Context: an optimization exercise on an open-source flow, tuned for small area, a short achievable clock period and few clock cycles per item. The choices shown serve that exercise and are no tape-out recipe. In this exercise RTL edits were held to simulation tests only and were not proved equivalent to the original. Power and IR drop assume default switching activity.

==> flow/design.v (excerpt) <==
module divide(clk, rst, new_inp, dvdend, len_a, dvsor, len_b, quotient, remainder, count_add, count_sub, done);
Size in the first run: roughly 1700 cells after synthesis, about 110 flip-flops.
export LEC_CHECK = 0
export ABC_AREA = 1
export CAP_MARGIN = 20
export CORE_MARGIN = 2
export CORE_UTILIZATION = 40
export PLACE_DENSITY = 0.8
export SETUP_SLACK_MARGIN = 2.8
export SLEW_MARGIN = 20
export DONT_USE_CELLS = sky130_fd_sc_hd__fa_1 sky130_fd_sc_hd__fa_2 sky130_fd_sc_hd__fa_4 sky130_fd_sc_hd__ha_1 sky130_fd_sc_hd__ha_2 sky130_fd_sc_hd__ha_4
export BUFFER_PORTS_ARGS = -buffer_cell sky130_fd_sc_hd__buf_1
create_clock -name core_clock -period 6.0 [get_ports {clk}]
standard.sh (not shown) runs the stock make flow with config.mk's settings and CLKGATE_MAP_FILE= SYNTH_SCRIPT=/design/flow/synth_recipe.tcl, a recipe that flattens the netlist after the stock synthesis.
==> flow/flow/run.sh <==
#!/bin/bash
# The standard layout (standard.sh: ORFS synthesis and every layout step
# unchanged) with two library choices added to config.mk:
#  - full and half adder cells are not used, so Yosys leaves adders to abc
#    as plain gates (faster than the fa/ha cells);
#  - buffer_ports inserts plain buf_1 port buffers (sized up later by the
#    repair steps where needed) instead of the delay cells it picks by default.
# Make's full output, with every tool's, goes to flow.log; ORFS also keeps
# each step's log under orfs/logs.
set -euo pipefail
cat >> config.mk <<'EOC'
export DONT_USE_CELLS = sky130_fd_sc_hd__fa_1 sky130_fd_sc_hd__fa_2 sky130_fd_sc_hd__fa_4 sky130_fd_sc_hd__ha_1 sky130_fd_sc_hd__ha_2 sky130_fd_sc_hd__ha_4
export BUFFER_PORTS_ARGS = -buffer_cell sky130_fd_sc_hd__buf_1
EOC
bash standard.sh finish > flow.log 2>&1
Testbench counts at the start, summed over its fixed seeds: cycles 21,027, items 4,000.
Then changed:
Settings changed: PLACE_DENSITY 0.8 to not set, SETUP_SLACK_MARGIN 2.8 to 2.85.
=>
- The new run finished with timing, DRC and antenna clean
- global-route usage came out higher by 0.77 points
- via count goes down slightly
- combinational power goes up slightly
- wire length increases by a few percent
- final cell count barely changes
- count of clock-buffer cells in the layout stays the same
- worst setup slack gains 0.094 ns
- area after synthesis is unchanged
- clock skew is about the same
- total power rises slightly
- utilization went up by 0.45 points
Then changed:
Settings changed: SETUP_SLACK_MARGIN 2.85 to 2.7.
- cell area goes down by 2.5%
- total power is lower by 1.9%
- wire length came out lower by 1.8%
- setup slack loses 0.092 ns
- die area stays the same
Then changed:
Settings changed: SETUP_SLACK_MARGIN 2.7 to 2.8, TNS_END_PERCENT set to 20.
=> The changed run produced a clean layout. Design area rose by 0.73%. Clock-buffer cell count stays the same. Clock skew stays flat. Die area does not change. Power barely changes. First-iteration DRC count fell by about 5.5%. Final cell count hardly moves. Setup slack gets better by 0.041 ns. Synthesized cell count does not change. Wire length rose by about 0.56%. Utilization rose by 0.33 points.
Then changed:
Settings changed: SETUP_SLACK_MARGIN 2.8 to 2.9, TNS_END_PERCENT 20 to not set.
Cell count increases by 0.63%.
Register-to-register slack is better by 0.12 ns.
Setup slack gets better by 0.065 ns.
Count of clock-buffer cells in the layout does not change.
Wire length rises by 1.5%.
Sequential power hardly moves.
Final area grows by 2.2%.
Core utilization climbs by 1.0 points.
Non-clock buffer count increases by 13.
Power came out higher by 1.9%.
Die area stays the same.
Then changed:
Settings changed: CORE_UTILIZATION 40 to 30, SETUP_SLACK_MARGIN 2.9 to 2.8.
Setup slack is worse by 0.052 ns.
Die area went up by about 32%.
Clock power went down by about 3%.
Non-clock buffer count went down by 3.
Routed wire length went up by about 3.6%.
Maximum frequency went down by about 1.7%.
Sequential cell count stays the same.
Register-to-register slack is worse by 0.05 ns.
Via count went down by about 1.3%.
Final area is about the same.

Another version of the RTL of divide (not shown whole).
Size: roughly 110 flip-flops, about 150 I/O pins, ~11000 um2 of cells after synthesis.
Settings: LEC_CHECK=0, ABC_AREA=1, CAP_MARGIN=20, CORE_MARGIN=2, CORE_UTILIZATION=40, SETUP_SLACK_MARGIN=3.2, SLEW_MARGIN=20, DONT_USE_CELLS=sky130_fd_sc_hd__fa_1 sky130_fd_sc_hd__fa_2 sky130_fd_sc_hd__fa_4 sky130_fd_sc_hd__ha_1 sky130_fd_sc_hd__ha_2 sky130_fd_sc_hd__ha_4, BUFFER_PORTS_ARGS=-buffer_cell sky130_fd_sc_hd__buf_1; clock period 6.0 ns.
Scripts as last shown in full above: flow/flow/run.sh
The starting point completed without violations.
Testbench counts at the start, summed over its fixed seeds: cycles 21,027, items 4,000.
Edit:
--- a/flow/config.mk
+++ b/flow/config.mk
@@ -12 +12 @@
-export SETUP_SLACK_MARGIN = 3.2
+export SETUP_SLACK_MARGIN = 2.7
What happened:
- The new run completed with no timing, DRC or antenna violations
- final cell count shrinks by 4.7%
- first-iteration DRC count shrinks by 2.8%
- clock skew shrinks by 0.0052 ns
- design area shrinks by 16%
- synthesized area does not change
- clock power shrinks by about 1%
- sequential cell count stays the same
- sequential power stays flat
- power shrinks by 19%
- die area stays the same
- core utilization shrinks by 8.9 points
Edit:
--- a/flow/config.mk
+++ b/flow/config.mk
@@ -12 +12 @@
-export SETUP_SLACK_MARGIN = 2.7
+export SETUP_SLACK_MARGIN = 1.8
- The new run produced a clean layout
- power is lower by about 2.2%
- synthesized area stays the same
- core utilization goes down by 0.76 points
Edit:
--- a/flow/config.mk
+++ b/flow/config.mk
@@ -12 +12 @@
-export SETUP_SLACK_MARGIN = 1.8
+export SETUP_SLACK_MARGIN = 2.3
=>
- via count came out higher by about 0.47%
- global-route usage is unchanged
- critical path depth does not change
- power is about the same
- non-clock buffer count came out higher by 4
- cell count hardly moves
- setup slack improved by 0.36 ns

-- port drivers added, routing unchanged --
The results above use ideal ports. As a check the final layouts listed here were re-extracted and re-timed, cells and wires unchanged. Step 1 (the two cells are an assumption about what drives the block):
set clk [get_ports {clk}]
set_driving_cell -lib_cell sky130_fd_sc_hd__clkbuf_16 $clk
set_driving_cell -lib_cell sky130_fd_sc_hd__buf_2 [delete_from_list [all_inputs] $clk]
Step 2 adds t to the input delays and takes it off the output delays; t is the mean of the earliest and latest rising clock arrival at the registers after step 1. Input paths then give back, and output paths get back, about the clock's delay inside the block. Three values: no drivers, after step 1, after step 2; two values: the first two.
run | t, ns | setup slack, ns | worst data-port slew with drivers (ns)
the first run of note 1 | 0.412 | 2.859 / 2.883 / 2.471 | 0.05
the second run of note 1 | 0.416 | 2.953 / 2.979 / 2.563 | 0.05
the third run of note 1 | 0.416 | 2.861 / 2.891 / 2.475 | 0.06
the fourth run of note 1 | 0.416 | 2.902 / 2.929 / 2.512 | 0.06
the fifth run of note 1 | 0.418 | 2.967 / 2.990 / 2.571 | 0.05
the sixth run of note 1 | 0.416 | 2.916 / 2.942 / 2.526 | 0.05
the first run of note 2 | 0.410 | 3.141 / 3.151 / 2.741 | 0.05
the second run of note 2 | 0.418 | 2.855 / 2.882 / 2.464 | 0.05
the third run of note 2 | 0.417 | 2.198 / 2.225 / 1.807 | 0.05
the fourth run of note 2 | 0.418 | 2.558 / 2.585 / 2.166 | 0.05
After both steps every run listed still meets setup and hold. For the first run of note 2, which loses most, drivers alone change the setup slack by +0.010 ns; drivers and shift together by -0.400 ns.
